From an optimization exercise on the open Yosys and OpenROAD flow, aimed at small area and a short achievable clock period; shortcuts taken in it are not production practice.
RTL that was checked went through simulation tests only; none was proved equivalent to the original.
No activity file was given, so power comes from the tool's default toggle rates.

run M:
Design byte_fifo, start of the top module:
module byte_fifo
  (
   input              clk,
   input              rst_n,
   input              sync_rst,
   input              input_data_valid,
   input  [4:0]       num_bytes_taken_from_fifo,
   input  [127:0]     input_data,
   input  [4:0]       num_bytes_in,
   output             data_valid,
   output reg [5:0]   num_bytes,
   output [127:0]     data
   );
Settings: LEC_CHECK=0, ABC_CLOCK_PERIOD_IN_PS=3000, CAP_MARGIN=20, CORE_MARGIN=2, CORE_UTILIZATION=30, SETUP_SLACK_MARGIN=2.0, SLEW_MARGIN=20; clock period 5.5 ns.
run.sh (not shown) runs the stock make flow with config.mk's settings and CLKGATE_MAP_FILE= SYNTH_SCRIPT=/design/flow/synth_recipe.tcl, a recipe that flattens the netlist after the stock synthesis.
Here is what was changed in the inputs of run R compared with run M.
# run M
export LEC_CHECK = 0
export ABC_CLOCK_PERIOD_IN_PS = 3000
export CAP_MARGIN = 20
export CORE_MARGIN = 2
export CORE_UTILIZATION = 30
export SETUP_SLACK_MARGIN = 2.0
export SLEW_MARGIN = 20
create_clock -name core_clock -period 5.5 [get_ports {clk}]
# run R
export LEC_CHECK = 0
export CAP_MARGIN = 20
export CORE_MARGIN = 2
export CORE_UTILIZATION = 30
export SETUP_SLACK_MARGIN = 2.0
export SLEW_MARGIN = 20
create_clock -name core_clock -period 5.5 [get_ports {clk}]
Results
Comparing run M against run R, there is no change at all in final area.
The starting utilization of the core area of run M and that of run R are within noise of each other.
Looking at run M and run R, the total inserted antenna cells is a wash.
Function was not checked in any run of this note: the RTL went through the layout flow alone.

* * *

byte_fifo, a different RTL version from the one above (not shown whole).
Size in the first run: ~3000 cells after synthesis, ~290 flip-flops, about 24000 um^2 of cells after synthesis.
export LEC_CHECK = 0
export CAP_MARGIN = 20
export CORE_MARGIN = 2
export CORE_UTILIZATION = 30
export SETUP_SLACK_MARGIN = 2.2
export SLEW_MARGIN = 20
create_clock -name core_clock -period 5.5 [get_ports {clk}]
standard.sh (not shown) runs the stock make flow with config.mk's settings and CLKGATE_MAP_FILE= SYNTH_SCRIPT=/design/flow/synth_recipe.tcl, a recipe that flattens the netlist after the stock synthesis.
==> flow/flow/run.sh <==
#!/bin/bash
# Standard layout, with plain buf_1 cells as the port buffers.
set -euo pipefail
bash standard.sh "BUFFER_PORTS_ARGS=-buffer_cell sky130_fd_sc_hd__buf_1" finish > standard.log 2>&1
Edit:
SETUP_SLACK_MARGIN = 2   (was 2.2)
=> Final area came out lower by 10%; setup slack loses 0.091 ns; synthesized cell count does not change; combinational power came out lower by 16%; count of clock-buffer cells in the layout does not change; cell count came out lower by 1.2%; clock power came out lower by 13%; utilization came out lower by 3.9 points; wire length came out lower by 4.8%; synthesized area is unchanged.
Edit:
CTS_BUF_LIST = sky130_fd_sc_hd__clkbuf_4 sky130_fd_sc_hd__clkbuf_8   (was not set)
Outcome: Sequential share of layout area drops by 0.35 points; clock power goes up by 12%; global-route usage barely changes; design area went up by 1.4%; worst hold slack stays flat; register-to-register slack gets better by 0.02 ns; wire length came out higher by 0.76%; critical path depth goes down by 1; setup slack improves by 0.045 ns; via count rose by 1.4%.
Edit:
CTS_BUF_LIST = not set   (was sky130_fd_sc_hd__clkbuf_4 sky130_fd_sc_hd__clkbuf_8)
SETUP_SLACK_MARGIN = 2.1   (was 2)
What happened: Sequential power went up by about 0.8%. Die area is unchanged. Power went up by 5.1%. Global-route usage is about the same. Routed wire length went up by 2.9%. Worst setup slack improves by 0.015 ns.

* * *

## exp/maple
The RTL this note starts from:
==> flow/design.v <==
module byte_fifo
  (
   input              clk,
   input              rst_n,
   input              sync_rst,
   input              input_data_valid,
   input  [4:0]       num_bytes_taken_from_fifo,
   input  [127:0]     input_data,
   input  [4:0]       num_bytes_in,
   output             data_valid,
   output reg [5:0]   num_bytes,
   output [127:0]     data
   );
   reg [3:0]   rp;       
   reg [3:0]   wp;       
   reg [3:0]   rp_lo;    
   reg [3:0]   rp_hi;    
   reg [3:0]   wp_lo;    
   reg [3:0]   wp_hi;    
   reg [127:0] mem_a;    
   reg [127:0] mem_b;    
   wire [4:0] t   = num_bytes_taken_from_fifo;
   wire [4:0] nin = input_data_valid ? num_bytes_in : 5'd0;
   wire [6:0] left = {1'b0, num_bytes} - {2'b00, t};
   assign data_valid = (t != 5'd0) && !left[6];
   wire [5:0] cnt_keep = num_bytes + {1'b0, nin};
   wire [5:0] cnt_take = num_bytes + {1'b0, nin} - {1'b0, t};
   wire [4:0] rp_take  = {1'b0, rp} + t;    
   wire [3:0] rp_nxt = sync_rst ? 4'd0 : data_valid ? rp_take[3:0] : rp;
   wire [3:0] wp_nxt = sync_rst ? 4'd0 : wp + nin[3:0];
   function [3:0] onehot2;
      input [1:0] v;
      onehot2 = 4'b0001 << v;
   endfunction
   always @(posedge clk or negedge rst_n)
     if (~rst_n) begin
        num_bytes <= 6'd0;
        rp        <= 4'd0;
        wp        <= 4'd0;
        rp_lo     <= 4'b0001;
        rp_hi     <= 4'b0001;
        wp_lo     <= 4'b0001;
        wp_hi     <= 4'b0001;
     end else begin
        num_bytes <= sync_rst ? 6'd0 : data_valid ? cnt_take : cnt_keep;
        rp        <= rp_nxt;
        wp        <= wp_nxt;
        rp_lo     <= onehot2(rp_nxt[1:0]);
        rp_hi     <= onehot2(rp_nxt[3:2]);
        wp_lo     <= onehot2(wp_nxt[1:0]);
        wp_hi     <= onehot2(wp_nxt[3:2]);
     end
   wire [15:0] ge_rp, lt_wp, lt_re;
   genvar g, l, i;
   generate
      for (l = 0; l < 16; l = l + 1) begin : g_therm
         assign ge_rp[l] = (rp <= l);
         assign lt_wp[l] = (wp > l);
         assign lt_re[l] = (rp_take[3:0] > l);
      end
   endgenerate
   wire        wrap_w = (wp < rp);
   wire [15:0] extra  = wrap_w ? (ge_rp | lt_wp) : (ge_rp & lt_wp);
   wire [15:0] rd_int = rp_take[4] ? (ge_rp | lt_re) : (ge_rp & lt_re);
   wire [127:0] wr1, wr2;
   generate
      for (l = 0; l < 16; l = l + 1) begin : g_wrot
         wire [7:0] s1 [0:3];
         wire [7:0] s2 [0:3];
         for (i = 0; i < 4; i = i + 1) begin : g_way
            assign s1[i] = input_data[8*((l - i + 16) % 16) +: 8] & {8{wp_lo[i]}};
            assign s2[i] = wr1[8*((l - 4*i + 16) % 16) +: 8] & {8{wp_hi[i]}};
         end
         assign wr1[8*l +: 8] = s1[0] | s1[1] | s1[2] | s1[3];
         assign wr2[8*l +: 8] = s2[0] | s2[1] | s2[2] | s2[3];
      end
   endgenerate
   wire ge16 = num_bytes[5] | num_bytes[4];
   generate
      for (l = 0; l < 16; l = l + 1) begin : g_lane
         wire       empty = ~ge16 & ~extra[l];
         wire       full  = num_bytes[5] | (num_bytes[4] & extra[l]);
         wire       load  = data_valid & rd_int[l] | empty;
         wire [7:0] din   = wr2[8*l +: 8];
         always @(posedge clk) begin
            mem_a[8*l +: 8] <= (din & {8{load & ~full}})
                             | (mem_b[8*l +: 8] & {8{load & full}})
                             | (mem_a[8*l +: 8] & {8{~load}});
            if (load | ~full) mem_b[8*l +: 8] <= din;
         end
      end
   endgenerate
   wire [127:0] rd1, rd2;
   generate
      for (l = 0; l < 16; l = l + 1) begin : g_rrot
         wire [7:0] s1 [0:3];
         wire [7:0] s2 [0:3];
         for (i = 0; i < 4; i = i + 1) begin : g_way
            assign s1[i] = mem_a[8*((l + i) % 16) +: 8] & {8{rp_lo[i]}};
            assign s2[i] = rd1[8*((l + 4*i) % 16) +: 8] & {8{rp_hi[i]}};
         end
         assign rd1[8*l +: 8] = s1[0] | s1[1] | s1[2] | s1[3];
         assign rd2[8*l +: 8] = s2[0] | s2[1] | s2[2] | s2[3];
      end
   endgenerate
   assign data = rd2;
endmodule
Settings: LEC_CHECK=0, CAP_MARGIN=20, CORE_MARGIN=2, CORE_UTILIZATION=30, SETUP_SLACK_MARGIN=1.5, SLEW_MARGIN=20; clock period 5.5 ns.
run.sh (not shown) runs the stock make flow with config.mk's settings and CLKGATE_MAP_FILE= SYNTH_SCRIPT=/design/flow/synth_recipe.tcl, a recipe that flattens the netlist after the stock synthesis.
Stock flow here: none of the scripts above is used.
exp/maple was carried through to the last stage, and its layout satisfied the timing, DRC and antenna checks.
For exp/violet, these inputs were changed with respect to exp/maple:
diff --git a/flow/config.mk b/flow/config.mk
--- a/flow/config.mk
+++ b/flow/config.mk
@@ -10,3 +10,4 @@
 export CORE_UTILIZATION = 30
-export SETUP_SLACK_MARGIN = 1.5
+export CTS_BUF_LIST = sky130_fd_sc_hd__clkbuf_8
+export SETUP_SLACK_MARGIN = 2
 export SLEW_MARGIN = 20
==> notes.md <==
The number of global-route vias before repair in exp/maple is 0.942 times that in exp/violet. Taking exp/maple as the reference point, the relative area change from synthesis to final layout of exp/violet rises by 8.9 points. Met1 usage: higher on exp/violet. Of exp/maple and exp/violet, the run reporting the higher placed wire-length estimate was exp/violet. Minimum setup slack in the final design on exp/violet is ahead of exp/maple. Power share of the combinational group (exp/violet over exp/maple): increase, 3.2 points. Re cell area: exp/maple and exp/violet aren't equal, and the lower value belongs to exp/maple.
The inputs of exp/amber differ from those of exp/violet as listed below.
==> flow/flow/run.sh (new file) <==
#!/bin/bash
# Standard layout, with plain buf_1 cells as the port buffers.
set -euo pipefail
bash standard.sh "BUFFER_PORTS_ARGS=-buffer_cell sky130_fd_sc_hd__buf_1" finish > standard.log 2>&1
==> flow/standard.sh (new file) <==
#!/bin/bash
# synth_recipe.tcl (not shown) runs the flow's synth.tcl, then flattens the netlist and writes it again
# the make line also repeats each setting of config.mk as NAME=value (left out here)
make -C /OpenROAD-flow-scripts/flow DESIGN_CONFIG=/design/flow/config.mk WORK_HOME=/design/flow/orfs CLKGATE_MAP_FILE= SYNTH_SCRIPT=/design/flow/synth_recipe.tcl "${@:-finish}"
diff --git a/flow/config.mk b/flow/config.mk
--- a/flow/config.mk
+++ b/flow/config.mk
@@ -10,3 +10,2 @@
 export CORE_UTILIZATION = 30
-export CTS_BUF_LIST = sky130_fd_sc_hd__clkbuf_8
 export SETUP_SLACK_MARGIN = 2
removed: flow/run.sh
[summary]
- No stage failed in exp/amber, and the final checks on the layout all came back clean.
- Diff exp/amber and exp/violet: wire length reported by the detailed router higher in exp/violet
- Total placed instance area (exp/violet / exp/amber): 1.07
- Run comparison: exp/violet capturing element of the worst setup path data[13]; exp/amber capturing element of the worst setup path data[12]
- Taking exp/violet over exp/amber, the final area ratio works out to 1.13.
- exp/amber against exp/violet: total met3 wirelength after detailed routing rose 9.1%; switching fraction of total power rose 2.4 points.
- In the metrics for exp/amber and exp/violet, the one carrying the higher weighted congestion at the end of routability-driven global placement is exp/amber.
> inputs changed (exp/amber -> exp/xenon)
==> flow/run.sh (new file) <==
#!/bin/bash
# synth_recipe.tcl (not shown) runs the flow's synth.tcl, then flattens the netlist and writes it again
# the make line also repeats each setting of config.mk as NAME=value (left out here)
make -C /OpenROAD-flow-scripts/flow DESIGN_CONFIG=/design/flow/config.mk WORK_HOME=/design/flow/orfs CLKGATE_MAP_FILE= SYNTH_SCRIPT=/design/flow/synth_recipe.tcl finish
diff --git a/flow/config.mk b/flow/config.mk
--- a/flow/config.mk
+++ b/flow/config.mk
@@ -10,3 +10,3 @@
 export CORE_UTILIZATION = 30
-export SETUP_SLACK_MARGIN = 2
+export SETUP_SLACK_MARGIN = 2.5
 export SLEW_MARGIN = 20
removed: flow/flow/run.sh
removed: flow/standard.sh
[summary]
- On exp/xenon: placed wire-length estimate after detailed placement is 1.4 mm higher than what exp/amber gave.
- Going from exp/amber to exp/xenon, clock power share shrinks by 2.6 points.
- Fmax for exp/xenon is lower than for exp/amber.
- Against exp/amber, shortest period the worst path allows in exp/xenon came out worse.
- Proportion of total power due to net switching: higher on exp/amber
- Across both runs, first-iteration DRC count was lower for exp/xenon than for exp/amber.
- Delta(detailed-routing wirelength on met1, exp/xenon - exp/amber) > 0
- Relative to exp/amber, arrival time reported for the critical path endpoint has increased by 0.22 ns in exp/xenon.

## separate check: timing with driven ports
In the flow no input, the clock included, has a driving cell. The finished layouts below were timed again as built, in two steps.
Step 1 sets driving cells, clkbuf_16 on the clock port and buf_2 on the other inputs (assumed; they add their load-dependent delay and slew).
Step 2 also shifts input and output timing later by t, the mid clock arrival at the registers, as if the neighbouring blocks saw the same clock.
Slacks: ideal / step 1 / step 2; pairs: ideal / step 1.
| run | t (ns) | setup WS [ns] | worst setup path after step 2 | latest minus earliest clock arrival (ns) |
|---|---|---|---|---|
| run M | 0.599 | 1.611 / 1.555 / 1.420 | input to register | 0.012 / 0.013 |
| run R | 0.599 | 1.611 / 1.555 / 1.420 | input to register | 0.012 / 0.013 |
| the first run of note 2 | 0.647 | 2.079 / 2.021 / 1.597 | input to register | 0.027 / 0.027 |
| the second run of note 2 | 0.636 | 1.988 / 1.927 / 1.435 | input to register | 0.018 / 0.018 |
| the third run of note 2 | 0.653 | 2.033 / 2.002 / 1.442 | input to register | 0.036 / 0.036 |
| the fourth run of note 2 | 0.632 | 2.049 / 1.984 / 1.533 | input to register | 0.020 / 0.020 |
| exp/maple | 0.638 | 1.574 / 1.511 / 1.312 | input to register | 0.036 / 0.036 |
| exp/violet | 0.651 | 1.876 / 1.820 / 1.545 | input to register | 0.047 / 0.047 |
| exp/amber | 0.639 | 2.007 / 1.950 / 1.479 | input to register | 0.036 / 0.037 |
| exp/xenon | 0.636 | 1.786 / 1.725 / 1.798 | input to register | 0.025 / 0.024 |
After both steps setup and hold are still met in every run listed. The setup slack of the third run of note 2, which loses most, moves by -0.031 ns with the drivers and by -0.591 ns with both steps.
